Source: an optimization exercise on an open RTL-to-GDS flow (aim: small area). Production flows keep margins and buffers that such runs may drop.
Where RTL was checked, it was by simulation tests only, not by an equivalence proof against the original.
For run 4, only the layout was checked, not whether the RTL still works.
No driver is modelled on the clock port, so clocking that relies on it looks cheaper here than on a real chip.
Power is estimated from default activity; no workload was simulated.

==> design/flow/design.v <==
module simon(
    input wire clk,
    input wire rst,
    input wire [3:0] btn,
    input wire start,
    input wire difficulty,  
    output reg [3:0] led,
    output reg [11:0] rgb,
    output reg hsync,
    output reg vsync,
    output reg [6:0] score,    
    output reg [3:0] an        
);
    localparam IDLE  = 3'b000;
    localparam SHOW  = 3'b001;
    localparam INPUT = 3'b011;
    localparam WIN   = 3'b010;
    localparam LOSE  = 3'b100;
    localparam L_OFF = 2'd0;    
    localparam L_SEQ = 2'd1;    
    localparam L_BTN = 2'd2;    
    localparam L_ALL = 2'd3;    
    localparam J0 = 3'b000, J1 = 3'b001, J2 = 3'b011, J3 = 3'b111, J4 = 3'b110, J5 = 3'b100;
    reg [16:0] tb;
    reg [4:0]  h_hi;
    reg [9:0]  v_count;
    reg [17:0] tc;
    reg [16:0] tb_n;
    reg [5:0]  hc;
    reg [4:0]  h_n;
    reg [10:0] vc;
    reg [9:0]  v_n;
    integer i;
    wire h_end = h_hi[4] & h_hi[3];                  
    wire v_end = v_count[9] & v_count[3] & v_count[2];  
    always @* begin
        tc[0] = 1'b1;
        for (i = 0; i < 17; i = i + 1) begin
            tb_n[i] = tb[i] ^ tc[i];
            tc[i+1] = tc[i] & tb[i];
        end
        hc[0] = tc[7];
        for (i = 0; i < 5; i = i + 1) begin
            h_n[i] = (h_hi[i] ^ hc[i]) & ~(tc[7] & h_end);
            hc[i+1] = hc[i] & h_hi[i];
        end
        vc[0] = tc[7] & h_end;
        for (i = 0; i < 10; i = i + 1) begin
            v_n[i] = (v_count[i] ^ vc[i]) & ~(vc[0] & v_end);
            vc[i+1] = vc[i] & v_count[i];
        end
    end
    always @(posedge clk or posedge rst) begin
        if (rst) begin
            tb <= 17'd3;
            h_hi <= 0;
            v_count <= 0;
        end else begin
            tb <= tb_n;
            h_hi <= h_n;
            v_count <= v_n;
        end
    end
    wire h_vis = ~(h_hi[4] & (h_hi[3] | h_hi[2]));
    wire v_vis = ~(v_count[9] | (&v_count[8:5]));
    always @* begin
        hsync = ~(h_hi[4] & ~h_hi[3] & h_hi[2] &
                  ((h_hi[1] ^ h_hi[0]) | (~h_hi[1] & tb[6]) | (h_hi[1] & ~tb[6])));
        vsync = ~(v_count[9:1] == 9'd245);
    end
    wire tb_low = ~(|tb[14:2]) & ~(tb[1] & tb[0]);
    wire ds0 = ~tb[16] & (tb[15] ~^ tb_low);
    reg [15:0] lfsr_q;
    wire [15:0] lfsr = lfsr_q ^ 16'hAAAA;
    wire [15:0] lfsr_n = {lfsr[14:0], lfsr[15] ^ lfsr[14] ^ lfsr[12] ^ lfsr[3]};
    always @(posedge clk) begin
        if (rst)
            lfsr_q <= 16'hFFFF ^ 16'hAAAA;
        else
            lfsr_q <= lfsr_n ^ 16'hAAAA;
    end
    reg [2:0]  state;
    reg [2:0]  e;
    reg [1:0]  lsrc;
    reg [2:0]  q;
    reg [12:0] cnt;         
    reg [3:0]  btn_prev;
    reg [3:0]  btn_valid;
    reg [1:0]  s0, s1, s2, s3, s4;
    wire [1:0] cur = ({2{~q[2] & ~q[0]}} & s0) | ({2{q[0] & ~q[1]}} & s1) |
                     ({2{q[1] & ~q[2]}} & s2) | ({2{q[2] & q[0]}} & s3) |
                     ({2{q[2] & ~q[0]}} & s4);
    wire [3:0] cur_oh = 4'b0001 << cur;
    wire last  = q[2] & ~q[0];                        
    wire final_round = difficulty ? (~e[2] & ~e[0])   
                                  : (e[0] & ~e[1]);   
    wire off_f = cnt[11] | (&cnt[10:6] & (cnt[5] | cnt[4]));
    wire off_s = cnt[12] & (cnt[11] | cnt[10] | (&cnt[9:7] & (|cnt[6:3])));
    wire led_on = ~(difficulty ? off_s : off_f);
    wire step   = difficulty ? (cnt[12] & cnt[10] & cnt[9] & cnt[8] & cnt[6] & cnt[5] & cnt[4])
                             : (cnt[11] & cnt[8] & cnt[7] & cnt[6] & cnt[2]);
    wire any = |btn_valid;
    wire hit = (btn_valid == cur_oh);
    wire [1:0] newval = {lfsr[1] & lfsr[0], ~lfsr[1] & lfsr[0]};
    wire s_idle  = ~state[0] & ~state[1] & ~state[2];
    wire s_show  = state[0] & ~state[1];
    wire s_input = state[0] & state[1];
    wire s_win   = ~state[0] & state[1];
    wire s_lose  = state[2];
    wire go      = s_idle & start;
    wire show_adv = s_show & step;
    wire in_adv  = s_input & any & hit;
    wire success = in_adv & last;                     
    wire [2:0] e_n = go ? J4 : (success ? {~e[0], e[2:1]} : e);
    always @(posedge clk or posedge rst) begin
        if (rst) begin
            state <= IDLE;
            e <= J4;
            lsrc <= L_OFF;
        end else begin
            e <= e_n;
            lsrc <= L_OFF;
            case (state)
                IDLE: begin
                    if (start) state <= SHOW;
                end
                SHOW: begin
                    if (!step) begin
                        if (led_on) lsrc <= L_SEQ;
                    end else if (last)
                        state <= INPUT;
                end
                INPUT: begin
                    lsrc <= L_BTN;
                    if (any) begin
                        if (hit) begin
                            if (last) state <= final_round ? WIN : SHOW;
                        end else
                            state <= LOSE;
                    end
                end
                WIN: begin
                    lsrc <= L_ALL;
                    if (start) state <= IDLE;
                end
                LOSE: begin
                    if (start) state <= IDLE;
                end
                default: state <= IDLE;
            endcase
        end
    end
    reg [13:0] cc;
    reg [12:0] cnt_n;
    wire cnt_run = (s_show & ~step) | s_lose;
    always @* begin
        cc[0] = 1'b1;
        for (i = 0; i < 13; i = i + 1) begin
            cnt_n[i] = (cnt[i] ^ cc[i]) & cnt_run;
            cc[i+1] = cc[i] & cnt[i];
        end
    end
    always @(posedge clk) begin
        btn_prev <= btn;
        btn_valid <= btn & ~btn_prev;
        cnt <= cnt_n;
        if (s_idle)
            q <= J4;
        else if (show_adv | in_adv)
            q <= last ? (s_input ? {~e[0], e[2:1]} : e) : {q[1:0], ~q[2]};
        if (go | success) begin
            s0 <= s1;
            s1 <= s2;
            s2 <= s3;
            s3 <= s4;
            s4 <= s_idle ? lfsr[1:0] : newval;
        end
    end
    always @* begin
        case (lsrc)
            L_OFF: led = 4'b0000;
            L_SEQ: led = cur_oh;
            L_BTN: led = btn_prev;
            default: led = 4'b1111;
        endcase
    end
    always @* begin
        an = {3'b111, ~ds0};
        score[6] = e[2] & e[1];
        score[5] = e[0];
        score[4] = ~e[1] | (e[2] & e[0]);
        score[3] = (e[2] & e[0]) | ~(e[2] | e[1] | e[0]);
        score[2] = ~e[2] & e[1];
        score[1] = e[2] & ~e[1];
        score[0] = score[3];
        score = score | {7{~ds0}};
    end
    wire vis = h_vis & v_vis;
    wire l_seq = ~lsrc[1] & lsrc[0];
    wire l_btn = lsrc[1] & ~lsrc[0];
    wire b_oh = (btn_prev == 4'b0001) | (btn_prev == 4'b0010) |
                (btn_prev == 4'b0100) | (btn_prev == 4'b1000);
    wire si = state[0];
    wire blink = cnt[10];
    wire r_on = (l_seq & (cur[0] ^ cur[1])) | (l_btn & b_oh & (btn_prev[1] | btn_prev[2]));
    wire g_on = (l_seq & cur[0]) | (l_btn & b_oh & (btn_prev[1] | btn_prev[3]));
    wire b_on = (l_seq & ~cur[0]) | (l_btn & b_oh & (btn_prev[0] | btn_prev[2]));
    wire led4 = si & ~(l_seq | (l_btn & b_oh));            
    wire dim3 = s_idle | (s_lose & ~blink);                
    wire rf = vis & ((si & r_on) | s_win);
    wire gf = vis & si & g_on;
    wire bf = vis & ((si & b_on) | (s_lose & blink));
    wire c4 = vis & led4;
    wire c3 = vis & dim3;
    always @* begin
        rgb[11] = rf; rgb[10] = rf | c4; rgb[9] = rf | c3; rgb[8] = rf | c3;
        rgb[7]  = gf; rgb[6]  = gf | c4; rgb[5] = gf | c3; rgb[4] = gf | c3;
        rgb[3]  = bf; rgb[2]  = bf | c4; rgb[1] = bf | c3; rgb[0] = bf | c3;
    end
endmodule
==> design/flow/flow/run.sh <==
#!/bin/bash
# The standard layout, with these changes:
#  - the port buffers are the smallest buffer cell (buf_1);
#  - before repair_design, every combinational cell is set to its
#    smallest-area drive strength (flow/downsize.tcl);
#  - the clock tree is built by flow/clocktree.tcl before CTS (a clkbuf_2
#    root and six clkbuf_8 leaves, one per cluster of 15 flip-flops);
#    CTS then finds nothing left to do and adds no dummy loads.
export BUFFER_PORTS_ARGS="-buffer_cell sky130_fd_sc_hd__buf_1"
export PRE_RESIZE_TCL="$(pwd)/flow/downsize.tcl"
export PRE_CTS_TCL="$(pwd)/flow/clocktree.tcl"
export CTS_ARGS="-sink_clustering_enable -repair_clock_nets -buf_list sky130_fd_sc_hd__clkbuf_8 -dont_use_dummy_load"
bash standard.sh > standard.log 2>&1
==> design/flow/flow/clocktree.tcl <==
# Clock tree built by hand before CTS: the flip-flops are split into 6
# equal clusters by position (k-means with a size cap), each driven by a
# clkbuf_8 at its centre; one clkbuf_2 drives the 6 from the clock port.
# manual clock tree: K leaf buffers, each driving a cluster of flops (k-means on x)
proc build_clock_tree {k cell} {
  set ::leaf_locs {}
  set pins [get_pins -hierarchical */CLK]
  set pts {}
  foreach p $pins {
    set inst [[sta::sta_to_db_pin $p] getInst]
    set loc [$inst getLocation]
    lappend pts [list [lindex $loc 0] [lindex $loc 1] [get_full_name $p]]
  }
  # k-means
  set n [llength $pts]
  set sorted [lsort -real -index 0 $pts]
  set cents {}
  for {set i 0} {$i < $k} {incr i} {
    set q [lindex $sorted [expr {int(($i + 0.5) * $n / $k)}]]
    lappend cents [list [lindex $q 0] [lindex $q 1]]
  }
  for {set it 0} {$it < 30} {incr it} {
    set groups [lrepeat $k {}]
    set cap [expr {($n + $k - 1) / $k}]
    set pairs {}
    set pi 0
    foreach q $pts {
      for {set i 0} {$i < $k} {incr i} {
        set c [lindex $cents $i]
        lappend pairs [list [expr {abs([lindex $q 0]-[lindex $c 0]) + abs([lindex $q 1]-[lindex $c 1])}] $pi $i]
      }
      incr pi
    }
    set done [lrepeat $n 0]
    set cnt [lrepeat $k 0]
    foreach pr [lsort -real -index 0 $pairs] {
      lassign $pr d p i
      if {[lindex $done $p] || [lindex $cnt $i] >= $cap} { continue }
      lset done $p 1
      lset cnt $i [expr {[lindex $cnt $i] + 1}]
      lset groups $i [concat [lindex $groups $i] [list [lindex $pts $p]]]
    }
    set cents {}
    foreach g $groups {
      set sx 0; set sy 0
      foreach q $g { set sx [expr {$sx + [lindex $q 0]}]; set sy [expr {$sy + [lindex $q 1]}] }
      set m [llength $g]; if {$m == 0} { set m 1 }
      lappend cents [list [expr {$sx / $m}] [expr {$sy / $m}]]
    }
  }
  set dbu [[ord::get_db_block] getDbUnitsPerMicron]
  for {set i 0} {$i < $k} {incr i} {
    set g [lindex $groups $i]
    set lp {}
    foreach q $g { lappend lp [get_pins [lindex $q 2]] }
    set c [lindex $cents $i]
    puts "cluster $i: [llength $g] sinks"
    lappend ::leaf_locs $c
    insert_buffer -buffer_cell $cell -net clk -load_pins $lp -location [list [expr {[lindex $c 0]/double($dbu)}] [expr {[lindex $c 1]/double($dbu)}]] -buffer_name clkleaf_$i -net_name clknet_leaf_$i
  }
}
proc build_clock_tree2 {k cell root} {
  build_clock_tree $k $cell
  # root buffer between the clock port and the leaf buffers, at their centre
  set dbu [[ord::get_db_block] getDbUnitsPerMicron]
  set sx 0; set sy 0
  foreach loc $::leaf_locs {
    set sx [expr {$sx + [lindex $loc 0]}]; set sy [expr {$sy + [lindex $loc 1]}]
  }
  insert_buffer -buffer_cell $root -net clk -location [list [expr {$sx/$k/double($dbu)}] [expr {$sy/$k/double($dbu)}]] -buffer_name clkroot -net_name clknet_root
}

build_clock_tree2 6 sky130_fd_sc_hd__clkbuf_8 sky130_fd_sc_hd__clkbuf_2
==> design/flow/flow/downsize.tcl <==
# Before repair_design: give every combinational cell the smallest-area cell
# of the same function (same name, other drive strength). repair_design that
# follows fixes any slew or capacitance violation this makes.
set dont_use [split $::env(DONT_USE_CELLS)]
set n 0
set saved 0.0
foreach inst [get_cells *] {
  set m [get_property $inst ref_name]
  if {![regexp {^(sky130_fd_sc_hd__[a-z0-9]+)_([0-9]+)$} $m -> base drv]} { continue }
  if {[regexp {__(df|edf|sdf|dl|clk|tap|conb|fill|decap|buf_|probe)} $m]} { continue }
  set cur [get_lib_cells $m]
  set best $m
  set best_area [get_property $cur area]
  foreach d {0 1 2 3 4 6 8 12 16} {
    set c ${base}_$d
    if {$c eq $m || [lsearch -exact $dont_use $c] >= 0} { continue }
    set lc [get_lib_cells -quiet $c]
    if {$lc eq ""} { continue }
    set a [get_property $lc area]
    if {$a < $best_area - 1e-6} { set best $c; set best_area $a }
  }
  if {$best ne $m} {
    set saved [expr {$saved + [get_property $cur area] - $best_area}]
    replace_cell $inst [get_lib_cells $best]
    incr n
  }
}
puts "downsize: replaced $n cells, saved $saved um2"
==> design/flow/standard.sh <==
#!/bin/bash
# synth_recipe.tcl (not shown) runs the flow's synth.tcl, then flattens the netlist and writes it again
# the make line also repeats each setting of config.mk as NAME=value (left out here)
make -C /OpenROAD-flow-scripts/flow DESIGN_CONFIG=/design/flow/config.mk WORK_HOME=/design/flow/orfs CLKGATE_MAP_FILE= SYNTH_SCRIPT=/design/flow/synth_recipe.tcl "${@:-finish}"
==> design/flow/config.mk <==
export PLATFORM = sky130hd
export DESIGN_NAME = simon
export DESIGN_NICKNAME = simon
export VERILOG_FILES = /design/flow/design.v
export SDC_FILE = /design/flow/constraint.sdc
export NUM_CORES = 4
export LEC_CHECK = 0
export CAP_MARGIN = 20
export CORE_MARGIN = 2
export CORE_UTILIZATION = 40
export CTS_BUF_LIST = sky130_fd_sc_hd__clkbuf_8
export PLACE_DENSITY = 0.6
export SLEW_MARGIN = 20
==> design/flow/constraint.sdc <==
create_clock -name core_clock -period 10.0 [get_ports {clk}]
set_input_delay 2.0000 -clock core_clock [delete_from_list [all_inputs] [get_ports {clk}]]
set_output_delay 2.0000 -clock core_clock [all_outputs]
set_load 0.01 [all_outputs]
==> flow_summary.json, run 1 <==
{
  "num-nets-final": 463,
  "grt_pass1_vias": 2657,
  "diodes": 0,
  "synth.top_cells.by_area": "sky130_fd_sc_hd__dfrtp_1 22%, sky130_fd_sc_hd__dfxtp_1 19%, sky130_fd_sc_hd__ha_1 13%, sky130_fd_sc_hd__edfxtp_1 7.2%, sky130_fd_sc_hd__nor2b_1 4.5%",
  "p_per_area_nw_per_um2": 193.9,
  "slowest_delay_ns": 0.54,
  "layout-drive-gt1-share_pct": 3.415,
  "post_synth_most_frequent_cells": "43 x sky130_fd_sc_hd__ha_1, 41 x sky130_fd_sc_hd__nor2_1, 40 x sky130_fd_sc_hd__dfxtp_1",
  "synthesis.instances": 388,
  "insertion_delay_ns": 0.52,
  "grt_usage_pct": 12.67,
  "avgRoutedWirePerCell_um": 12.71,
  "utilization_pct": 43.07,
  "io-pin-count": 37,
  "worstHoldPathCells": 1,
  "grt_max_degree": 46,
  "cpLargestDelayFamily": "compound AO/OA/AOI/OAI gates",
  "via_count": 2702,
  "number_of_antenna_violations_at_the_first_check_in_global_routing": 0,
  "drv_slew": 0,
  "synth_top_area_cell": "sky130_fd_sc_hd__dfrtp_1",
  "critPathLaunchType": "register",
  "yosys_warnings": 1,
  "critical_path.max_fanout": 10,
  "worst_slew_pin_slew_ns": 0.9976,
  "hpwlAfterDp_mm": 5.033,
  "fillerInstances": 1010,
  "die_width_um": 105.8,
  "fin_crit_ns": 4.695,
  "synth_async_sr_flop_share_pct": 44.44,
  "critical-path-slowest-cell": "sky130_fd_sc_hd__dfxtp_1",
  "timing.critical_path.required_ns": 8.00,
  "y_dimension_of_the_die_um": 105.8,
  "synth.top_cell.area_share_pct": 21.73,
  "path_cells": "mux2i_1 -> nor2_1 -> a221o_1 -> inv_1 -> ha_1 -> o21ai_0 -> o221ai_1 -> o21ai_0 -> buf_1",
  "ant_nets": 0,
  "yosys_register_bits": 90,
  "seq_area_sq_um": 2107,
  "initial_cell_density_of_the_core_pct": 40.71,
  "rows": 37,
  "standard_cell_core_area_sq_um": 10180,
  "clock.fmax_mhz": 213.0,
  "finalSetupViolations": 0,
  "holdBufCountCts": 0,
  "die-area_sq_um": 11200,
  "buffers_added_on_ports": 33,
  "min-delay-start": "lfsr_q[7]",
  "synth_cell_type_count": 53,
  "gp_routability_congestion": 0.7668,
  "path_common_cell": "sky130_fd_sc_hd__o21ai_0",
  "synth_seq_area_share_pct": 50.81,
  "gr-total-overflow": 0,
  "reg2reg_to": "v_count[8]",
  "wire_length_of_the_first_global_routing_pass_mm": 12.21,
  "path_clk_slew_ns": 0.11,
  "synthesis.area_sq_um": 4146,
  "p_leak_uw": 0.002109,
  "synth_enable_flop_cells": 10,
  "cp.buffers_inverters": 2,
  "layout.cell_area.non_filler_sq_um": 4387,
  "resized_cells_post_cts": 0,
  "maxSlewHeadroom_pct": 33.49,
  "drt-vias-per-instance": 4.949,
  "max_cap_viol_count": 0,
  "reg2reg_slack_ns": 6.21,
  "final.period_utilization_pct": 46.95,
  "firstDrtPassIters": 5,
  "worst_setup_end_kind": "primary output",
  "syn2layout_area_growth_pct": 5.794,
  "run_status": "timing/DRC/antenna clean",
  "detail_route.drc_violations": 0,
  "finalHoldViolations": 0,
  "critical_path_arrival_ns": 2.69,
  "ff2ff_path_depth": 18,
  "postSynthAreaPerCell_sq_um": 10.69,
  "hold_class": "reg -> reg",
  "synth_top_flop_cell": "sky130_fd_sc_hd__dfxtp_1",
  "critPathKind": "reg -> out",
  "first_iter_violations": 130,
  "total_setup_buffers_inserted_after_cts": 0,
  "setup_repair_after_global_routing_missed_its_margin": "false",
  "r2r-start": "tb[0]",
  "ir_worst_vdd_v": 0.00009536,
  "route.final.wire_length_mm": 6.938,
  "multiInputGateArea_sq_um": 1838,
  "placed_cell_area_sq_um": 4293,
  "fin_tns_setup_ns": 0,
  "worst_hold_path.endpoint": "lfsr_q[8]",
  "yosysMostFrequentCell": "sky130_fd_sc_hd__ha_1",
  "timing.clock.skew_ns": 0.01262
}
==> sequential cells by signal (all words and copies together) (netlist names) <==
| signal | count |
|---|---|
| btn_prev | 4 |
| btn_valid | 4 |
| cnt | 13 |
| e | 3 |
| h_hi | 5 |
| lfsr_q | 16 |
| lsrc | 2 |
| q | 3 |
| s0 | 2 |
| s1 | 2 |
| s2 | 2 |
| s3 | 2 |
| s4 | 2 |
| state | 3 |
| tb | 17 |
| v_count | 10 |
==> worst max path at each step <==
stage          from  endpoint  slack, ns  depth (start not counted)
2_1_floorplan  q[2]    rgb[1]       6.08                          6
3_3_place_gp   q[2]   rgb[10]       5.91                          9
3_5_place_dp   q[2]    rgb[8]       5.89                          9
4_1_cts        q[2]    rgb[8]       5.87                          9
5_1_grt        q[2]   rgb[10]       5.03                          9
6_report       q[2]   rgb[10]       5.31                          9
==> cell type report, clock buffers not listed <==
class	count	share of cell area, %
multi-input combinational	266	41.90
timing repair buffer	35	3.166
sequential	90	48.03
inverter	12	1.027
tap	136	3.879
==> per-stage QoR <==
| step | hold slack, ns | worst slack, ns | total power, uW | instances |
|---|---|---|---|---|
| 2_1_floorplan | 0.3434 | 6.078 | 652.1 | 390 |
| 3_3_place_gp | 0.3460 | 5.907 | 699.8 | 539 |
| 3_5_place_dp | 0.3490 | 5.888 | 695.7 | 539 |
| 4_1_cts | 0.3544 | 5.871 | 817.2 | 546 |
| 5_1_grt | 0.3961 | 5.027 | 914.1 | 546 |
| 6_report | 0.3711 | 5.305 | 850.7 | 546 |
==> cells in the final DEF, fill, tap and decap left out, types with 3 or more instances in the layout <==
cell and n:
sky130_fd_sc_hd__ha_1 43, sky130_fd_sc_hd__nor2_1 41, sky130_fd_sc_hd__dfxtp_1 40, sky130_fd_sc_hd__dfrtp_1 36, sky130_fd_sc_hd__buf_1 33, sky130_fd_sc_hd__nor2b_1 30
sky130_fd_sc_hd__nand2_1 28, sky130_fd_sc_hd__o21ai_0 17, sky130_fd_sc_hd__nand3_1 11, sky130_fd_sc_hd__inv_1 11, sky130_fd_sc_hd__edfxtp_1 10, sky130_fd_sc_hd__a21oi_1 9
sky130_fd_sc_hd__xor2_1 8, sky130_fd_sc_hd__mux2i_1 8, sky130_fd_sc_hd__nand2b_1 7, sky130_fd_sc_hd__xnor2_1 7, sky130_fd_sc_hd__nor3_1 6, sky130_fd_sc_hd__clkbuf_8 6
sky130_fd_sc_hd__nor4_1 5, sky130_fd_sc_hd__and2_1 5, sky130_fd_sc_hd__nand4_1 4, sky130_fd_sc_hd__dfstp_2 4, sky130_fd_sc_hd__a221o_1 3, sky130_fd_sc_hd__o311ai_0 3
sky130_fd_sc_hd__conb_1 3
==> routing by layer <==
metal / share of wire [%] / GRT usage, %
met1: 48 / 17.27
met2: 47 / 22.30
met3: 4.1 / 1.484
met4: 1.2 / 1.504
met5: 0 / 0
==> where the power goes <==
| group | total (uW) | internal, uW | switching (uW) |
|---|---|---|---|
| combinational | 243 | 90.3 | 153 |
| sequential | 443 | 402 | 40.8 |
| clock | 164 | 55.6 | 109 |
==> cells by family (layout without fill, tap and decap cells) <==
logic type                 count (synthesis)  in the layout  share of synthesized area [%]
adders and majority gates                 43             43                          12.98
DFF                                       90             90                          50.81
AOI/OAI and AO/OA                         49             49                          7.906
xor gates and xnor gates                  15             15                          3.168
buffers and inverters                     34             54                          4.134
and+or+nand+nor                          147            147                          18.62
muxes                                      9              9                          2.293
other                                      1              3                        0.09044
==> run 2, diff against run 1 <==
--- a/design/flow/design.v
+++ b/design/flow/design.v
@@ -89,5 +89,12 @@
     reg [1:0]  s0, s1, s2, s3, s4;
-    wire [1:0] cur = ({2{~q[2] & ~q[0]}} & s0) | ({2{q[0] & ~q[1]}} & s1) |
-                     ({2{q[1] & ~q[2]}} & s2) | ({2{q[2] & q[0]}} & s3) |
-                     ({2{q[2] & ~q[0]}} & s4);
+    reg [1:0] cur;
+    always @* begin
+        case (1'b1)
+            (~q[2] & ~q[0]): cur = s0;
+            (q[0] & ~q[1]):  cur = s1;
+            (q[1] & ~q[2]):  cur = s2;
+            (q[2] & q[0]):   cur = s3;
+            default:         cur = s4;
+        endcase
+    end
     wire [3:0] cur_oh = 4'b0001 << cur;
@@ -188,10 +195,13 @@
         an = {3'b111, ~ds0};
-        score[6] = e[2] & e[1];
-        score[5] = e[0];
-        score[4] = ~e[1] | (e[2] & e[0]);
-        score[3] = (e[2] & e[0]) | ~(e[2] | e[1] | e[0]);
-        score[2] = ~e[2] & e[1];
-        score[1] = e[2] & ~e[1];
-        score[0] = score[3];
-        score = score | {7{~ds0}};
+        if (ds0) begin
+            case (e)
+                J4: score = 7'b1000000;  
+                J3: score = 7'b1111001;  
+                J2: score = 7'b0100100;  
+                J1: score = 7'b0110000;  
+                J0: score = 7'b0011001;  
+                default: score = 7'b0010010;  
+            endcase
+        end else
+            score = 7'b1111111;
     end
--- a/design/flow/flow/run.sh
+++ b/design/flow/flow/run.sh
@@ -2,2 +2,5 @@
 # The standard layout, with these changes:
+#  - after the standard synthesis, flow/reopt.sh re-optimises the
+#    combinational logic with ABC for area; every register instance of the
+#    standard synthesis is kept as it is (name and cell);
 #  - the port buffers are the smallest buffer cell (buf_1);
@@ -8,2 +11,5 @@
 #    CTS then finds nothing left to do and adds no dummy loads.
+# Each tool's output goes to a log file in this folder.
+set -euo pipefail
+export DEEPSYN_J=${DEEPSYN_J:-500}
 export BUFFER_PORTS_ARGS="-buffer_cell sky130_fd_sc_hd__buf_1"
@@ -12,2 +18,8 @@
 export CTS_ARGS="-sink_clustering_enable -repair_clock_nets -buf_list sky130_fd_sc_hd__clkbuf_8 -dont_use_dummy_load"
+bash standard.sh synth > standard_synth.log 2>&1
+R=$(pwd)/orfs/results/$FLOW_PLATFORM/simon/base
+cp -p "$R/1_2_yosys.v" 1_2_yosys_standard.v
+bash flow/reopt.sh 1_2_yosys_standard.v reopt.v > reopt_sh.log 2>&1
+cp reopt.v "$R/1_2_yosys.v"
+rm -f "$R/1_synth.odb"
 bash standard.sh > standard.log 2>&1
==> design/flow/flow/dont_use.txt (new file) <==
sky130_fd_sc_hd__probe_p_8 sky130_fd_sc_hd__probec_p_8 sky130_fd_sc_hd__lpflow_bleeder_1 sky130_fd_sc_hd__lpflow_clkbufkapwr_1 sky130_fd_sc_hd__lpflow_clkbufkapwr_16 sky130_fd_sc_hd__lpflow_clkbufkapwr_2 sky130_fd_sc_hd__lpflow_clkbufkapwr_4 sky130_fd_sc_hd__lpflow_clkbufkapwr_8 sky130_fd_sc_hd__lpflow_clkinvkapwr_1 sky130_fd_sc_hd__lpflow_clkinvkapwr_16 sky130_fd_sc_hd__lpflow_clkinvkapwr_2 sky130_fd_sc_hd__lpflow_clkinvkapwr_4 sky130_fd_sc_hd__lpflow_clkinvkapwr_8 sky130_fd_sc_hd__lpflow_decapkapwr_12 sky130_fd_sc_hd__lpflow_decapkapwr_3 sky130_fd_sc_hd__lpflow_decapkapwr_4 sky130_fd_sc_hd__lpflow_decapkapwr_6 sky130_fd_sc_hd__lpflow_decapkapwr_8 sky130_fd_sc_hd__lpflow_inputiso0n_1 sky130_fd_sc_hd__lpflow_inputiso0p_1 sky130_fd_sc_hd__lpflow_inputiso1n_1 sky130_fd_sc_hd__lpflow_inputiso1p_1 sky130_fd_sc_hd__lpflow_inputisolatch_1 sky130_fd_sc_hd__lpflow_isobufsrc_1 sky130_fd_sc_hd__lpflow_isobufsrc_16 sky130_fd_sc_hd__lpflow_isobufsrc_2 sky130_fd_sc_hd__lpflow_isobufsrc_4 sky130_fd_sc_hd__lpflow_isobufsrc_8 sky130_fd_sc_hd__lpflow_isobufsrckapwr_16 sky130_fd_sc_hd__lpflow_lsbuf_lh_hl_isowell_tap_1 sky130_fd_sc_hd__lpflow_lsbuf_lh_hl_isowell_tap_2 
==> design/flow/flow/gen_models.py (new file) <==
# Writes Verilog models (assign statements) of the combinational cells of a
# Liberty file, so that Yosys can flatten a mapped netlist into plain logic.
# Sequential cells are left out: they stay as black boxes from the Liberty.
import re, sys
lib = open(sys.argv[1]).read()
out = []
starts = [m.start() for m in re.finditer(r'\n\s*cell \("?\w+"?\)', lib)] + [len(lib)]
for a, b in zip(starts, starts[1:]):
    body = lib[a:b]
    name = re.search(r'cell \("?(\w+)"?\)', body).group(1)
    if re.search(r'\b(ff|latch|statetable)\s*\(', body):
        continue
    ins, outs = [], []
    for pb in re.split(r'\n\s*pin \(', body)[1:]:
        pn = re.match(r'"?(\w+)"?\)', pb).group(1)
        d = re.search(r'direction\s*:\s*"?(\w+)"?', pb)
        if not d:
            continue
        f = re.search(r'\bfunction\s*:\s*"([^"]*)"', pb)
        if d.group(1) == 'input':
            ins.append(pn)
        elif d.group(1) == 'output':
            outs.append((pn, f.group(1) if f else None))
    if not outs or any(f is None for _, f in outs):
        continue
    def conv(f):
        f = f.replace('!', '~').replace('*', '&').replace('+', '|')
        f = re.sub(r'(\w)\s+(?=[\w~(])', r'\1 & ', f)
        f = re.sub(r'\)\s+(?=[\w~(])', ') & ', f)
        return f
    s = 'module %s(%s);\n' % (name, ', '.join(ins + [o for o, _ in outs]))
    s += ''.join('  input %s;\n' % i for i in ins)
    s += ''.join('  output %s;\n  assign %s = %s;\n' % (o, o, conv(f)) for o, f in outs)
    out.append(s + 'endmodule\n')
open(sys.argv[2], 'w').write(''.join(out))
==> design/flow/flow/reopt.sh (new file) <==
#!/bin/bash
# Re-optimises the combinational logic of the standard synthesis netlist with
# ABC (area-oriented), leaving every register instance as it is.
#   reopt.sh IN.v OUT.v
set -euo pipefail
IN=$1; OUT=$2
HERE=$(cd "$(dirname "$0")" && pwd)
LIB=$FLOW_HOME/platforms/sky130hd/lib/sky130_fd_sc_hd__tt_025C_1v80.lib
YOSYS=$(command -v yosys || echo "$FLOW_HOME/../tools/install/yosys/bin/yosys")
python3 "$HERE/gen_models.py" "$LIB" comb_models.v
DU=""
for c in $(cat "$HERE/dont_use.txt"); do DU="$DU -dont_use $c"; done
cat > reopt.ys <<EOY
read_verilog comb_models.v
read_liberty -lib -ignore_redef $LIB
read_verilog $IN
hierarchy -top $FLOW_TOP
tee -o reopt_before.txt stat -liberty $LIB
flatten
opt_clean -purge
techmap
opt -fast
abc -liberty $LIB $DU -script +strash;&get,-n;&deepsyn,-J,$DEEPSYN_J;&dch,-f;&nf,-R,1000;&put
opt_clean -purge
hilomap -singleton -hicell sky130_fd_sc_hd__conb_1 HI -locell sky130_fd_sc_hd__conb_1 LO
opt_clean -purge
tee -o reopt_after.txt stat -liberty $LIB
write_verilog -noattr -noexpr -nohex -nodec $OUT
EOY
"$YOSYS" -l reopt.log -s reopt.ys > /dev/null
==> flow_summary.json, run 2 <==
{
  "clock.fmax_mhz": 209.6,
  "grt_pass1_vias": 2709,
  "p_sw_uw": 118.6,
  "p_per_area_nw_per_um2": 136.2,
  "yosys_warnings": 1,
  "resized_cells_post_cts": 0,
  "placed_cell_area_sq_um": 3924,
  "standard_cell_core_area_sq_um": 8763,
  "drv_slew": 0,
  "total_setup_buffers_inserted_after_cts": 0,
  "power.sequential.fraction_pct": 67.9,
  "fin_crit_ns": 4.772,
  "firstDrtPassIters": 5,
  "worst_slew_pin_slew_ns": 0.5754,
  "fillerInstances": 860,
  "hold_class": "reg -> reg",
  "diodes": 0,
  "via_count": 2741,
  "dp_slack_ns": 5.750,
  "grt_usage_pct": 15.15,
  "critPathKind": "reg -> out",
  "comb_power_share_pct": 2.0,
  "grt_max_degree": 48,
  "finalSetupViolations": 0,
  "final.period_utilization_pct": 47.72,
  "layout-drive-gt1-share_pct": 3.133,
  "reg.largest.list": "tb x17, lfsr_q x16, cnt x13",
  "critical_path_arrival_ns": 2.77,
  "max_cap_viol_count": 0,
  "maxSlewHeadroom_pct": 61.64,
  "p_leak_uw": 0.001653,
  "postSynthAreaPerCell_sq_um": 9.817,
  "gp_routability_congestion": 0.8553,
  "synthesis.instances": 371,
  "most-common-layout-cells": "41 x sky130_fd_sc_hd__nor2_1, 40 x sky130_fd_sc_hd__dfxtp_1, 36 x sky130_fd_sc_hd__dfrtp_1",
  "critPathLaunchType": "register",
  "io-pin-count": 37,
  "num-nets-final": 425,
  "ir_worst_vdd_v": 0.0001025,
  "die-area_sq_um": 9885,
  "hpwlAfterDp_mm": 5.128,
  "critical_path.max_fanout": 9,
  "die_width_um": 99.43,
  "route.final.wire_length_mm": 7.186,
  "placed_cells": 516,
  "gr-total-overflow": 0,
  "first_iter_violations": 112,
  "p_total_uw": 546.5,
  "finalHoldViolations": 0,
  "detail_route.drc_violations": 0,
  "rows": 34,
  "mostFrequentLayoutCell": "sky130_fd_sc_hd__nor2_1",
  "fin_tns_setup_ns": 0,
  "p_int_uw": 427.9,
  "share_clk_of_total_power_pct": 30.1,
  "initial_cell_density_of_the_core_pct": 41.56,
  "power.share.switching_pct": 21.71,
  "ant_nets": 0,
  "largest-register": "tb",
  "wire_length_of_the_first_global_routing_pass_mm": 12.76,
  "syn2layout_area_growth_pct": 10.13,
  "number_of_antenna_violations_at_the_first_check_in_global_routing": 0,
  "path_clk_slew_ns": 0.09,
  "timing.critical_path.required_ns": 8.00,
  "synthesis.area_sq_um": 3642,
  "drt-vias-per-instance": 5.241,
  "largest_register_ffs": 17,
  "buffers_added_on_ports": 33,
  "setup_repair_after_global_routing_missed_its_margin": "false",
  "y_dimension_of_the_die_um": 99.43,
  "holdBufCountCts": 0,
  "finish.cell_count_without_fillers": 523,
  "avgRoutedWirePerCell_um": 13.74,
  "run_status": "timing/DRC/antenna clean",
  "fin_ws_ns": 5.228,
  "insertion_delay_ns": 0.53,
  "timing.clock.skew_ns": 0.03189,
  "layout.cell_area.non_filler_sq_um": 4011,
  "worst_setup_end_kind": "primary output"
}
run 2: cell count changes in the layout (fill, tap and decap cells not counted), sizes merged, moves of 13 or more:
cell | previous run | this run
nor3 | 6 | 19
ha | 43 | 0
nor2b | 30 | 6
a21oi | 9 | 30
and3 | 0 | 13
clkinv | 1 | 15
run 2: metrics by stage:
stage          hold WS, ns  utilization, %
6_report            0.3785           45.77
5_1_grt             0.3856           45.77
2_1_floorplan       0.3517               -
3_5_place_dp        0.3571           44.77
3_3_place_gp        0.3529           44.77
4_1_cts             0.3581           45.77
run 2: cell type report, clock buffers not listed:
class / instances / area [sq um] / share of cell area [%]
Sequential cell: 90 / 2107 / 52.53
Multi-Input combinational cell: 268 / 1486 / 37.06
Timing Repair Buffer: 35 / 138.9 / 3.462
Tap cell: 108 / 135.1 / 3.369
Inverter: 15 / 56.30 / 1.404
run 2: worst paths after layout:
check | depth (start not counted) | endpoint | slack (ns) | from
min in group asynchronous | 3 | lsrc[0] | 1.74 | rst
max in group asynchronous | 3 | h_hi[0] | 7.84 | rst
worst min register to register | 1 | lfsr_q[14] | 0.38 | lfsr_q[13]
worst max-delay path | 8 | rgb[8] | 5.23 | q[2]
worst min-delay path | 1 | lfsr_q[14] | 0.38 | lfsr_q[13]
worst max register to register | 10 | s3[0] | 6.88 | q[0]
run 2: power groups by stage:
stage / Clock [uW] / Sequential, uW / Combinational (uW)
after floorplan: 0 / 378 / 6.89
after global placement: 0 / 379 / 11.1
after detailed placement: 0 / 379 / 11.1
after CTS: 120 / 379 / 11.3
after global routing: 185 / 372 / 13.0
final: 164 / 371 / 10.9
run 2: worst max-delay path, stage by stage, from the launching register on:
cell and delay (ns):
sky130_fd_sc_hd__dfxtp_1 0.52, sky130_fd_sc_hd__nand2_1 0.20, sky130_fd_sc_hd__o21ai_0 0.40, sky130_fd_sc_hd__clkinv_1 0.11, sky130_fd_sc_hd__o21ai_0 0.20, sky130_fd_sc_hd__o21ai_0 0.15, sky130_fd_sc_hd__o32ai_1 0.37, sky130_fd_sc_hd__nand2b_1 0.17
sky130_fd_sc_hd__buf_1 0.15
run 2: routing by layer:
| metal | vias to the layer above | share of wire (%) | GRT usage [%] |
|---|---|---|---|
| li1 | 1404 | - | - |
| met1 | 1264 | 48 | 21.41 |
| met2 | 58 | 44 | 24.69 |
| met3 | 15 | 5.4 | 2.108 |
| met4 | 0 | 3.1 | 4.004 |
| met5 | - | 0 | 0 |
==> run 3, diff against run 2 <==
--- a/design/flow/flow/run.sh
+++ b/design/flow/flow/run.sh
@@ -9,3 +9,3 @@
 #  - the clock tree is built by flow/clocktree.tcl before CTS (a clkbuf_2
-#    root and six clkbuf_8 leaves, one per cluster of 15 flip-flops);
+#    root and seven clkbuf_8 leaves, one per cluster of about 13 flip-flops);
 #    CTS then finds nothing left to do and adds no dummy loads.
--- a/design/flow/flow/clocktree.tcl
+++ b/design/flow/flow/clocktree.tcl
@@ -1,4 +1,4 @@
-# Clock tree built by hand before CTS: the flip-flops are split into 6
+# Clock tree built by hand before CTS: the flip-flops are split into 7
 # equal clusters by position (k-means with a size cap), each driven by a
-# clkbuf_8 at its centre; one clkbuf_2 drives the 6 from the clock port.
+# clkbuf_8 at its centre; one clkbuf_2 drives the 7 from the clock port.
 # manual clock tree: K leaf buffers, each driving a cluster of flops (k-means on x)
@@ -72,2 +72,2 @@
 
-build_clock_tree2 6 sky130_fd_sc_hd__clkbuf_8 sky130_fd_sc_hd__clkbuf_2
+build_clock_tree2 7 sky130_fd_sc_hd__clkbuf_8 sky130_fd_sc_hd__clkbuf_2
==> flow_summary.json, run 3 <==
{
  "run_status": "timing/DRC/antenna clean",
  "worst_setup_end_kind": "primary output",
  "postSynthAreaPerCell_sq_um": 9.817,
  "p_leak_uw": 0.001661,
  "yosys_warnings": 1,
  "total_setup_buffers_inserted_after_cts": 0,
  "syn2layout_area_growth_pct": 10.51,
  "largest-register": "tb",
  "die-area_sq_um": 9885,
  "critical_path_arrival_ns": 2.82,
  "fin_crit_ns": 4.816,
  "most-common-layout-cells": "41 x sky130_fd_sc_hd__nor2_1, 40 x sky130_fd_sc_hd__dfxtp_1, 36 x sky130_fd_sc_hd__dfrtp_1",
  "resized_cells_post_cts": 0,
  "critPathLaunchType": "register",
  "cpLargestDelayFamily": "compound AO/OA/AOI/OAI gates",
  "final.period_utilization_pct": 48.16,
  "detail_route.drc_violations": 0,
  "setup_repair_after_global_routing_missed_its_margin": "false",
  "largest_register_ffs": 17,
  "hpwlAfterDp_mm": 5.128,
  "fin_ws_ns": 5.184,
  "critPathKind": "reg -> out",
  "holdBufCountCts": 0,
  "synthesis.area_sq_um": 3642,
  "route.final.wire_length_mm": 7.155,
  "reg.largest.list": "tb x17, lfsr_q x16, cnt x13",
  "buffers_added_on_ports": 33,
  "power.sequential.fraction_pct": 67.2,
  "num-nets-final": 426,
  "die_width_um": 99.43,
  "p_total_uw": 552.3,
  "hold_class": "reg -> reg",
  "worst_slew_pin_slew_ns": 0.5716,
  "finalHoldViolations": 0,
  "gp_routability_congestion": 0.8553,
  "timing.critical_path.required_ns": 8.00,
  "insertion_delay_ns": 0.53,
  "drt-vias-per-instance": 5.269,
  "synthesis.instances": 371,
  "rows": 34,
  "p_int_uw": 436.2,
  "layout-drive-gt1-share_pct": 3.365,
  "grt_max_degree": 48,
  "initial_cell_density_of_the_core_pct": 41.56,
  "share_clk_of_total_power_pct": 30.8,
  "via_count": 2761,
  "power.share.switching_pct": 21.02,
  "firstDrtPassIters": 4,
  "gr-total-overflow": 0,
  "comb_power_share_pct": 2.0,
  "standard_cell_core_area_sq_um": 8763,
  "mostFrequentLayoutCell": "sky130_fd_sc_hd__nor2_1",
  "path_cells": "nand2_1 -> o21ai_0 -> clkinv_1 -> o21ai_0 -> o21ai_0 -> o32ai_1 -> nand2b_1 -> buf_1",
  "p_sw_uw": 116.1,
  "max_cap_viol_count": 0,
  "y_dimension_of_the_die_um": 99.43,
  "wire_length_of_the_first_global_routing_pass_mm": 12.74,
  "io-pin-count": 37,
  "number_of_antenna_violations_at_the_first_check_in_global_routing": 0,
  "maxSlewHeadroom_pct": 61.89,
  "ant_nets": 0,
  "path_clk_slew_ns": 0.09,
  "critical-path-slowest-cell": "sky130_fd_sc_hd__dfxtp_1",
  "clock.fmax_mhz": 207.6,
  "critical_path.max_fanout": 9,
  "cp.buffers_inverters": 2,
  "fin_tns_setup_ns": 0,
  "dp_slack_ns": 5.750,
  "diodes": 0,
  "first_iter_violations": 100,
  "slowest_delay_ns": 0.52,
  "finalSetupViolations": 0,
  "avgRoutedWirePerCell_um": 13.65,
  "p_per_area_nw_per_um2": 137.2,
  "path_common_cell": "sky130_fd_sc_hd__o21ai_0",
  "drv_slew": 0,
  "grt_pass1_vias": 2718,
  "timing.clock.skew_ns": 0.01328,
  "ir_worst_vdd_v": 0.0001039,
  "utilization_pct": 45.93,
  "grt_usage_pct": 15.08
}
==> run 3: layout make-up, clock buffers not listed <==
type | instances | area [sq um]
Sequential cell | 90 | 2107
Inverter | 15 | 56.30
Fill cell | 855 | 4738
Tap cell | 108 | 135.1
Timing Repair Buffer | 35 | 138.9
Multi-Input combinational cell | 268 | 1486
==> run 3: worst paths after layout <==
check                                 from          to  slack [ns]  cells after the start
worst max-delay path                  q[2]      rgb[8]        5.18                      8
worst min-delay path            lfsr_q[13]  lfsr_q[14]        0.38                      1
worst max register to register        q[0]       s0[1]        6.88                     10
worst min register to register  lfsr_q[13]  lfsr_q[14]        0.38                      1
max in group asynchronous              rst  v_count[1]        7.85                      3
min in group asynchronous              rst        e[0]        1.75                      3
==> run 3: per-stage QoR <==
stage	cells	hold slack, ns	area (sq um)
2_1_floorplan	373	0.3517	3650
3_3_place_gp	516	0.3529	3924
3_5_place_dp	516	0.3571	3924
4_1_cts	524	0.3581	4025
5_1_grt	524	0.3838	4025
6_report	524	0.3757	4025
==> run 3: per-layer routing <==
| layer | track usage [%] | up-vias | share of wire (%) |
|---|---|---|---|
| met5 | 0 | - | 0 |
| met2 | 25.16 | 57 | 45 |
| met3 | 1.897 | 16 | 5.5 |
| li1 | - | 1405 | - |
| met1 | 21.18 | 1283 | 47 |
| met4 | 3.372 | 0 | 2.2 |
==> run 3: power by group through the flow <==
stage          Clock, uW  Sequential, uW  Combinational, uW
2_1_floorplan          0             378               6.89
3_3_place_gp           0             379               11.1
3_5_place_dp           0             379               11.1
4_1_cts              130             379               11.3
5_1_grt              193             372               13.0
6_report             170             371               10.9
==> run 4, diff against run 3 <==
--- a/design/flow/design.v
+++ b/design/flow/design.v
@@ -43,3 +43,3 @@
         for (i = 0; i < 5; i = i + 1) begin
-            h_n[i] = (h_hi[i] ^ hc[i]) & ~(tc[7] & h_end);
+            h_n[i] = (h_hi[i] ^ hc[i]) & ~(tc[7] & h_end & (i == 0 || i == 3 || i == 4));
             hc[i+1] = hc[i] & h_hi[i];
@@ -48,3 +48,3 @@
         for (i = 0; i < 10; i = i + 1) begin
-            v_n[i] = (v_count[i] ^ vc[i]) & ~(vc[0] & v_end);
+            v_n[i] = (v_count[i] ^ vc[i]) & ~(vc[0] & v_end & (i == 0 || i == 2 || i == 3 || i == 9));
             vc[i+1] = vc[i] & v_count[i];
@@ -89,12 +89,5 @@
     reg [1:0]  s0, s1, s2, s3, s4;
-    reg [1:0] cur;
-    always @* begin
-        case (1'b1)
-            (~q[2] & ~q[0]): cur = s0;
-            (q[0] & ~q[1]):  cur = s1;
-            (q[1] & ~q[2]):  cur = s2;
-            (q[2] & q[0]):   cur = s3;
-            default:         cur = s4;
-        endcase
-    end
+    wire [1:0] cur = ({2{~q[2] & ~q[0]}} & s0) | ({2{q[0] & ~q[1]}} & s1) |
+                     ({2{q[1] & ~q[2]}} & s2) | ({2{q[2] & q[0]}} & s3) |
+                     ({2{q[2] & ~q[0]}} & s4);
     wire [3:0] cur_oh = 4'b0001 << cur;
@@ -195,13 +188,10 @@
         an = {3'b111, ~ds0};
-        if (ds0) begin
-            case (e)
-                J4: score = 7'b1000000;  
-                J3: score = 7'b1111001;  
-                J2: score = 7'b0100100;  
-                J1: score = 7'b0110000;  
-                J0: score = 7'b0011001;  
-                default: score = 7'b0010010;  
-            endcase
-        end else
-            score = 7'b1111111;
+        score[6] = e[2] & e[1];
+        score[5] = e[0];
+        score[4] = ~e[1] | (e[2] & e[0]);
+        score[3] = (e[2] & e[0]) | ~(e[2] | e[1] | e[0]);
+        score[2] = ~e[2] & e[1];
+        score[1] = e[2] & ~e[1];
+        score[0] = score[3];
+        score = score | {7{~ds0}};
     end
==> flow_summary.json, run 4 <==
{
  "cpLargestDelayFamily": "compound AO/OA/AOI/OAI gates",
  "critPathKind": "reg -> out",
  "critical_path_cell_count": 10,
  "holdBufCountCts": 0,
  "diodes": 0,
  "reg2reg_slack_ns": 6.59,
  "die_width_um": 99.69,
  "firstDrtPassIters": 4,
  "run_status": "timing/DRC/antenna clean",
  "y_dimension_of_the_die_um": 99.69,
  "final.period_utilization_pct": 48.53,
  "ff2ff_path_depth": 11,
  "syn2layout_area_growth_pct": 10.25,
  "gr-total-overflow": 0,
  "finish.cell_count_without_fillers": 523,
  "cp.buffers_inverters": 2,
  "max_cap_viol_count": 0,
  "setup_repair_after_global_routing_missed_its_margin": "false",
  "avgRoutedWirePerCell_um": 12.90,
  "critical_path.max_fanout": 7,
  "via_count": 2725,
  "timing.clock.skew_ns": 0.009292,
  "io-pin-count": 37,
  "initial_cell_density_of_the_core_pct": 41.59,
  "number_of_antenna_violations_at_the_first_check_in_global_routing": 0,
  "timing.critical_path.required_ns": 8.00,
  "grt_usage_pct": 13.86,
  "route.final.wire_length_mm": 6.747,
  "layout-drive-gt1-share_pct": 3.133,
  "utilization_pct": 45.85,
  "insertion_delay_ns": 0.52,
  "buffers_added_on_ports": 33,
  "finalSetupViolations": 0,
  "reg2reg_to": "s3[1]",
  "reg.largest.list": "tb x17, lfsr_q x16, cnt x13",
  "r2r-start": "q[0]",
  "hpwlAfterDp_mm": 4.823,
  "total_setup_buffers_inserted_after_cts": 0,
  "cp-startpoint": "q[0]",
  "standard_cell_core_area_sq_um": 8806,
  "fin_tns_setup_ns": 0,
  "resized_cells_post_cts": 0,
  "critical-path-slowest-cell": "sky130_fd_sc_hd__a21oi_1",
  "drv_slew": 0,
  "p_per_area_nw_per_um2": 156.1,
  "synthesis.instances": 371,
  "largest-register": "tb",
  "worst_slew_pin_slew_ns": 0.9627,
  "most-common-layout-cells": "53 x sky130_fd_sc_hd__nor2_1, 40 x sky130_fd_sc_hd__dfxtp_1, 36 x sky130_fd_sc_hd__dfrtp_1",
  "placed_cells": 515,
  "wire_length_of_the_first_global_routing_pass_mm": 11.81,
  "hold_class": "reg -> reg",
  "grt_max_degree": 42,
  "mostFrequentLayoutCell": "sky130_fd_sc_hd__nor2_1",
  "drt-vias-per-instance": 5.210,
  "worst_setup_end_kind": "primary output",
  "clock.fmax_mhz": 206.1,
  "postSynthAreaPerCell_sq_um": 9.871,
  "fillerInstances": 863,
  "path_clk_slew_ns": 0.09,
  "gp_routability_congestion": 0.7830,
  "die-area_sq_um": 9937,
  "ir_worst_vdd_v": 0.00008297,
  "first_iter_violations": 115,
  "fin_crit_ns": 4.853,
  "yosys_warnings": 1,
  "critical_path_arrival_ns": 2.85,
  "synthesis.area_sq_um": 3662,
  "rows": 34,
  "ant_nets": 0,
  "critPathLaunchType": "register",
  "detail_route.drc_violations": 0,
  "grt_pass1_vias": 2541,
  "path_common_cell": "sky130_fd_sc_hd__nor2_1",
  "finalHoldViolations": 0,
  "largest_register_ffs": 17,
  "maxSlewHeadroom_pct": 35.82,
  "slowest_delay_ns": 0.44,
  "path_cells": "clkinv_1 -> a22oi_1 -> o21ai_0 -> a21oi_1 -> nor2_1 -> nor2_1 -> a221oi_1 -> or3b_1 -> nand2_1 -> buf_1",
  "p_leak_uw": 0.001681,
  "num-nets-final": 425,
  "crit_end": "rgb[9]"
}
## run 4: cell count changes in the layout (fill, tap and decap cells not counted), sizes merged, moves of 4 or more
cell	previous run	this run
a22oi	0	4
nand3	16	8
nor2	41	53
nor3	19	14
o21a	8	3
## run 4: through the flow
stage	hold slack [ns]	setup WS [ns]	instance area, sq um	total power, uW
finish	0.3750	5.147	4038	630.3
CTS	0.3573	5.710	4038	598.2
global route	0.3853	4.742	4038	664.8
global placement	0.3532	5.800	3936	465.3
detailed placement	0.3573	5.715	3936	467.5
floorplan	0.3517	6.054	3670	449.4
## run 4: layout make-up, clock buffers not listed
cell class | count | area, sq um | area share [%]
Timing Repair Buffer | 34 | 131.4 | 3.254
Sequential cell | 90 | 2107 | 52.18
Tap cell | 108 | 135.1 | 3.347
Inverter | 14 | 52.55 | 1.302
Multi-Input combinational cell | 269 | 1510 | 37.40
## run 4: worst min path at each step
stage          slack, ns  cells after the start    endpoint       from
6_report            0.38                      1   lfsr_q[6]  lfsr_q[5]
5_1_grt             0.39                      1   lfsr_q[6]  lfsr_q[5]
4_1_cts             0.36                      1   lfsr_q[6]  lfsr_q[5]
3_5_place_dp        0.36                      1   lfsr_q[6]  lfsr_q[5]
3_3_place_gp        0.35                      1   lfsr_q[8]  lfsr_q[7]
2_1_floorplan       0.35                      1  lfsr_q[10]  lfsr_q[9]
## run 4: power by group
group	switching (uW)	internal [uW]
Combinational	28.1	21.5
Sequential	21.9	388
Clock	107	64.1
Total	157	473
## run 4: layer usage
| metal | up-vias | wire length, um | track usage, % | share of wire [%] |
|---|---|---|---|---|
| met3 | 7 | 244 | 1.757 | 3.6 |
| met2 | 30 | 3081 | 23.65 | 46 |
| met1 | 1287 | 3321 | 19.59 | 49 |
| met5 | - | 0 | 0 | 0 |
| li1 | 1401 | - | - | - |
| met4 | 0 | 100 | 1.581 | 1.5 |
==> run 5, diff against run 4 <==
--- a/design/flow/design.v
+++ b/design/flow/design.v
@@ -43,3 +43,3 @@
         for (i = 0; i < 5; i = i + 1) begin
-            h_n[i] = (h_hi[i] ^ hc[i]) & ~(tc[7] & h_end & (i == 0 || i == 3 || i == 4));
+            h_n[i] = (h_hi[i] ^ hc[i]) & ~(tc[7] & h_end);
             hc[i+1] = hc[i] & h_hi[i];
@@ -48,3 +48,3 @@
         for (i = 0; i < 10; i = i + 1) begin
-            v_n[i] = (v_count[i] ^ vc[i]) & ~(vc[0] & v_end & (i == 0 || i == 2 || i == 3 || i == 9));
+            v_n[i] = (v_count[i] ^ vc[i]) & ~(vc[0] & v_end);
             vc[i+1] = vc[i] & v_count[i];
--- a/design/flow/flow/reopt.sh
+++ b/design/flow/flow/reopt.sh
@@ -22,3 +22,3 @@
 opt -fast
-abc -liberty $LIB $DU -script +strash;&get,-n;&deepsyn,-J,$DEEPSYN_J;&dch,-f;&nf,-R,1000;&put
+abc -liberty $LIB $DU -script +strash;&get,-n;&deepsyn,-J,$DEEPSYN_J;&dch,-f;&nf,-R,1000;&put;strash;&get,-n;&dch,-f;&nf,-R,1000;&put
 opt_clean -purge
==> flow_summary.json, run 5 <==
{
  "run_status": "timing/DRC/antenna clean",
  "worst_slew_pin_slew_ns": 0.6610,
  "critPathKind": "reg -> out",
  "r2r-start": "tb[0]",
  "resized_cells_post_cts": 0,
  "number_of_antenna_violations_at_the_first_check_in_global_routing": 0,
  "reg2reg_to": "v_count[5]",
  "grt_usage_pct": 13.57,
  "via_count": 2713,
  "die-area_sq_um": 9853,
  "largest-register": "tb",
  "finalSetupViolations": 0,
  "max_cap_viol_count": 0,
  "holdBufCountCts": 0,
  "worstHoldPathCells": 1,
  "fillerInstances": 834,
  "initial_cell_density_of_the_core_pct": 41.42,
  "route.final.wire_length_mm": 6.767,
  "p_per_area_nw_per_um2": 182.2,
  "maxSlewHeadroom_pct": 55.60,
  "hold_class": "reg -> reg",
  "firstDrtPassIters": 4,
  "wire_length_of_the_first_global_routing_pass_mm": 11.52,
  "ff2ff_path_depth": 10,
  "drv_slew": 0,
  "critical-path-slowest-cell": "sky130_fd_sc_hd__dfxtp_1",
  "fin_tns_setup_ns": 0,
  "cpLargestDelayFamily": "simple AND/OR/NAND/NOR gates",
  "gp_routability_congestion": 0.8718,
  "critical_path.max_fanout": 8,
  "synthesis.instances": 370,
  "insertion_delay_ns": 0.53,
  "die_width_um": 99.26,
  "slowest_delay_ns": 0.46,
  "clock.fmax_mhz": 213.9,
  "path_cells": "nor2b_1 -> a21oi_1 -> nand2b_1 -> o21ai_0 -> nor2_1 -> nor2_1 -> a21oi_1 -> nand2_1 -> buf_1",
  "gr-total-overflow": 0,
  "grt_max_degree": 32,
  "timing.hold.ws_ns": 0.3655,
  "synthesis.area_sq_um": 3630,
  "hpwlAfterDp_mm": 4.774,
  "final.period_utilization_pct": 46.74,
  "yosys_warnings": 1,
  "finalHoldViolations": 0,
  "y_dimension_of_the_die_um": 99.26,
  "path_clk_slew_ns": 0.09,
  "standard_cell_core_area_sq_um": 8763,
  "rows": 34,
  "most-common-layout-cells": "52 x sky130_fd_sc_hd__nor2_1, 40 x sky130_fd_sc_hd__dfxtp_1, 36 x sky130_fd_sc_hd__dfrtp_1",
  "buffers_added_on_ports": 33,
  "syn2layout_area_growth_pct": 10.44,
  "reg2reg_slack_ns": 6.67,
  "drt-vias-per-instance": 5.197,
  "worst_setup_end_kind": "primary output",
  "critical_path_arrival_ns": 2.67,
  "critPathLaunchType": "register",
  "utilization_pct": 45.75,
  "diodes": 0,
  "worst_hold_path.endpoint": "lfsr_q[11]",
  "grt_pass1_vias": 2474,
  "fin_crit_ns": 4.674,
  "first_iter_violations": 88,
  "setup_repair_after_global_routing_missed_its_margin": "false",
  "num-nets-final": 424,
  "p_leak_uw": 0.001647,
  "detail_route.drc_violations": 0,
  "reg.largest.list": "tb x17, lfsr_q x16, cnt x13",
  "timing.clock.skew_ns": 0.01076,
  "total_setup_buffers_inserted_after_cts": 0,
  "cp.buffers_inverters": 1,
  "layout-drive-gt1-share_pct": 3.382,
  "mostFrequentLayoutCell": "sky130_fd_sc_hd__nor2_1",
  "avgRoutedWirePerCell_um": 12.96,
  "postSynthAreaPerCell_sq_um": 9.810,
  "min-delay-start": "lfsr_q[10]",
  "ant_nets": 0,
  "timing.critical_path.required_ns": 8.00,
  "largest_register_ffs": 17,
  "ir_worst_vdd_v": 0.00008321,
  "io-pin-count": 37
}
run 5: cell count changes in the layout (fill, tap and decap cells not counted), sizes merged, moves of 3 or more:
cell    previous run  this run
a211oi             2        10
a31oi              6         3
nand2             30        33
or3                0         3
xor2              10         7
run 5: power breakdown:
part | switching [uW] | internal [uW] | leakage (uW) | total, uW
clock network | 108 | 64.1 | 0.0000545 | 173
logic | 92.9 | 50.4 | 0.000645 | 143
registers | 22.6 | 392 | 0.000947 | 415
run 5: worst max path at each step:
stage                     start     end  slack, ns  cells past startpoint
final                      q[2]  rgb[9]       5.33                      9
after global routing       q[0]  rgb[8]       5.08                     11
after detailed placement   q[0]  rgb[8]       5.93                     11
after CTS                  q[0]  rgb[8]       5.93                     11
after global placement     q[0]  rgb[8]       6.05                     11
after floorplan            q[2]  rgb[8]       6.14                      8
run 5: layout make-up, clock buffers not listed:
| cell class | instances | area [sq um] | area share (%) |
|---|---|---|---|
| Inverter | 15 | 56.30 | 1.404 |
| Tap cell | 108 | 135.1 | 3.371 |
| Multi-Input combinational cell | 267 | 1478 | 36.86 |
| Timing Repair Buffer | 34 | 131.4 | 3.277 |
| Sequential cell | 90 | 2107 | 52.56 |
run 5: through the flow:
stage	power (uW)	instances	area, sq um	setup WS [ns]
floorplan	516.8	372	3637	6.144
global placement	564.4	514	3904	6.053
detailed placement	566.3	514	3904	5.926
CTS	697.0	522	4005	5.932
global route	775.7	522	4009	5.079
finish	730.5	522	4009	5.326
run 5: layer usage:
layer / part of all wire, % / track usage (%) / wire length (um) / up-vias
met5: 0 / 0 / 0 / -
met2: 45 / 22.25 / 3046 / 53
li1: - / - / - / 1402
met1: 48 / 19.80 / 3278 / 1247
met4: 2.3 / 2.634 / 153 / 0
met3: 4.3 / 1.335 / 288 / 11
==> run 6, diff against run 5 <==
--- a/design/flow/flow/run.sh
+++ b/design/flow/flow/run.sh
@@ -3,3 +3,4 @@
 #  - after the standard synthesis, flow/reopt.sh re-optimises the
-#    combinational logic with ABC for area; every register instance of the
+#    combinational logic with ABC for area (best of four &deepsyn seeds);
+#    every register instance of the
 #    standard synthesis is kept as it is (name and cell);
==> design/flow/flow/reopt.sh (replaced) <==
#!/bin/bash
set -euo pipefail
IN=$(readlink -f "$1"); OUT=$2
HERE=$(cd "$(dirname "$0")" && pwd)
LIB=$FLOW_HOME/platforms/sky130hd/lib/sky130_fd_sc_hd__tt_025C_1v80.lib
YOSYS=$(command -v yosys || echo "$FLOW_HOME/../tools/install/yosys/bin/yosys")
python3 "$HERE/gen_models.py" "$LIB" comb_models.v
DU=""
for c in $(cat "$HERE/dont_use.txt"); do DU="$DU -dont_use $c"; done
for S in 0 1 2 3; do
  mkdir -p reopt_s$S
  cat > reopt_s$S/reopt.ys <<EOY
read_verilog ../comb_models.v
read_liberty -lib -ignore_redef $LIB
read_verilog $IN
hierarchy -top $FLOW_TOP
tee -o reopt_before.txt stat -liberty $LIB
flatten
opt_clean -purge
techmap
opt -fast
abc -liberty $LIB $DU -script +strash;&get,-n;&deepsyn,-J,$DEEPSYN_J,-S,$S;&dch,-f;&nf,-R,1000;&put;strash;&get,-n;&dch,-f;&nf,-R,1000;&put
opt_clean -purge
hilomap -singleton -hicell sky130_fd_sc_hd__conb_1 HI -locell sky130_fd_sc_hd__conb_1 LO
opt_clean -purge
tee -o reopt_after.txt stat -liberty $LIB
write_verilog -noattr -noexpr -nohex -nodec out.v
EOY
  (cd reopt_s$S && "$YOSYS" -l ../reopt_s$S.log -s reopt.ys > /dev/null) &
done
wait
BEST=""; BEST_A=""
for S in 0 1 2 3; do
  A=$(grep -o "Chip area for module '.$FLOW_TOP': [0-9.]*" reopt_s$S/reopt_after.txt | awk '{print $NF}' || true)
  echo "seed $S: area $A"
  if [[ -n "$A" ]] && { [[ -z "$BEST_A" ]] || awk "BEGIN{exit !($A < $BEST_A)}"; }; then BEST=$S; BEST_A=$A; fi
done
echo "best: seed $BEST, area $BEST_A"
cp reopt_s$BEST/out.v "$OUT"
==> flow_summary.json, run 6 <==
{
  "finalHoldViolations": 0,
  "firstDrtPassIters": 4,
  "number_of_antenna_violations_at_the_first_check_in_global_routing": 0,
  "ant_nets": 0,
  "largest_register_ffs": 17,
  "setup_repair_after_global_routing_missed_its_margin": "false",
  "largest-register": "tb",
  "dp_slack_ns": 5.874,
  "synthesis.instances": 364,
  "num-nets-final": 418,
  "max_cap_viol_count": 0,
  "clock.fmax_mhz": 213.3,
  "gr-total-overflow": 0,
  "io-pin-count": 37,
  "finish.cell_count_without_fillers": 516,
  "most-common-layout-cells": "41 x sky130_fd_sc_hd__nor2_1, 40 x sky130_fd_sc_hd__dfxtp_1, 36 x sky130_fd_sc_hd__dfrtp_1",
  "critical_path_arrival_ns": 2.69,
  "gp_routability_congestion": 0.8207,
  "timing.critical_path.required_ns": 8.00,
  "hpwlAfterDp_mm": 4.952,
  "die_width_um": 98.93,
  "grt_usage_pct": 14.45,
  "detail_route.drc_violations": 0,
  "critPathKind": "reg -> out",
  "standard_cell_core_area_sq_um": 8721,
  "p_leak_uw": 0.001637,
  "syn2layout_area_growth_pct": 10.41,
  "holdBufCountCts": 0,
  "critPathLaunchType": "register",
  "first_iter_violations": 116,
  "avgRoutedWirePerCell_um": 13.54,
  "ir_worst_vdd_v": 0.00008891,
  "rows": 34,
  "fin_ws_ns": 5.311,
  "route.final.wire_length_mm": 6.985,
  "timing.hold.ws_ns": 0.3723,
  "postSynthAreaPerCell_sq_um": 9.903,
  "initial_cell_density_of_the_core_pct": 41.33,
  "via_count": 2763,
  "drt-vias-per-instance": 5.355,
  "fin_crit_ns": 4.689,
  "worst_setup_end_kind": "primary output",
  "wire_length_of_the_first_global_routing_pass_mm": 12.19,
  "p_per_area_nw_per_um2": 157.6,
  "worst_slew_pin_slew_ns": 0.9915,
  "grt_max_degree": 40,
  "y_dimension_of_the_die_um": 98.93,
  "grt_pass1_vias": 2671,
  "finalSetupViolations": 0,
  "path_clk_slew_ns": 0.09,
  "die-area_sq_um": 9787,
  "hold_class": "reg -> reg",
  "layout-drive-gt1-share_pct": 3.186,
  "synthesis.area_sq_um": 3605,
  "insertion_delay_ns": 0.54,
  "final.period_utilization_pct": 46.89,
  "timing.clock.skew_ns": 0.009124,
  "critical_path.max_fanout": 7,
  "drv_slew": 0,
  "reg.largest.list": "tb x17, lfsr_q x16, cnt x13",
  "p_total_uw": 627.3,
  "maxSlewHeadroom_pct": 33.90,
  "placed_cells": 508,
  "fin_tns_setup_ns": 0,
  "yosys_warnings": 1,
  "mostFrequentLayoutCell": "sky130_fd_sc_hd__nor2_1",
  "resized_cells_post_cts": 0,
  "diodes": 0,
  "total_setup_buffers_inserted_after_cts": 0,
  "fillerInstances": 829,
  "run_status": "timing/DRC/antenna clean",
  "buffers_added_on_ports": 33
}
run 6: area by class of cell, clock buffers not listed:
type	instances	area (sq um)	area share, %
Timing Repair Buffer	34	131.4	3.301
Inverter	16	60.06	1.509
Sequential cell	90	2107	52.94
Tap cell	108	135.1	3.395
Multi-Input combinational cell	260	1445	36.31
run 6: layer usage:
| metal | vias to the layer above | track usage [%] | wire [um] |
|---|---|---|---|
| li1 | 1388 | - | - |
| met1 | 1305 | 21.73 | 3466 |
| met2 | 56 | 23.13 | 3079 |
| met3 | 14 | 1.206 | 275 |
| met4 | 0 | 2.740 | 163 |
| met5 | - | 0 | 0 |
run 6: power by group:
part	internal, uW	switching (uW)
Sequential	383	15.6
Clock	64.1	106
Combinational	22.3	36.4
run 6: worst paths after layout:
path	startpoint	endpoint	slack [ns]	cells past startpoint
worst max-delay path	q[0]	rgb[9]	5.31	9
worst min-delay path	lfsr_q[9]	lfsr_q[10]	0.37	1
worst max register to register	tb[0]	v_count[8]	6.72	10
worst min register to register	lfsr_q[9]	lfsr_q[10]	0.37	1
max in group asynchronous	rst	e[2]	7.71	3
min in group asynchronous	rst	lsrc[0]	1.53	2
run 6: stage by stage:
step | cell area (sq um) | util, %
floorplan | 3612 | -
global placement | 3879 | 44.48
detailed placement | 3879 | 44.48
CTS | 3980 | 45.64
global route | 3980 | 45.64
finish | 3980 | 45.64
run 6: critical path, cell delays in order (launching register included):
cell and delay, ns:
sky130_fd_sc_hd__dfxtp_1 0.38, sky130_fd_sc_hd__clkinv_1 0.14, sky130_fd_sc_hd__a22oi_1 0.17, sky130_fd_sc_hd__o221ai_1 0.29, sky130_fd_sc_hd__nand2b_1 0.28, sky130_fd_sc_hd__or2_0 0.26, sky130_fd_sc_hd__a31oi_1 0.15, sky130_fd_sc_hd__o21ai_0 0.17
sky130_fd_sc_hd__nand2_1 0.14, sky130_fd_sc_hd__buf_1 0.15

[afterwards: timing with drivers on the ports]
In the flow no input, the clock included, has a driving cell. The finished layouts below were timed again as built, in two steps.
Step 1: set_driving_cell puts a clkbuf_16 on clk and a buf_2 on each other input, an assumption about the parent block.
Step 2 adds t to the input delays and takes it off the output delays; t is the mean of the earliest and latest rising clock arrival at the registers after step 1. Input paths then give back, and output paths get back, about the clock's delay inside the block.
Slacks: ideal / step 1 / step 2; pairs: ideal / step 1.
| run | t, ns | setup WS [ns] | clock arrival spread, ns |
|---|---|---|---|
| run 1 | 0.540 | 5.305 / 5.280 / 5.821 | 0.017 / 0.017 |
| run 2 | 0.536 | 5.228 / 5.203 / 5.739 | 0.032 / 0.032 |
| run 3 | 0.552 | 5.184 / 5.159 / 5.710 | 0.015 / 0.015 |
| run 4 | 0.546 | 5.147 / 5.120 / 5.666 | 0.010 / 0.009 |
| run 5 | 0.550 | 5.326 / 5.299 / 5.849 | 0.011 / 0.011 |
| run 6 | 0.562 | 5.311 / 5.284 / 5.847 | 0.009 / 0.009 |
After both steps every run listed still meets setup and hold.
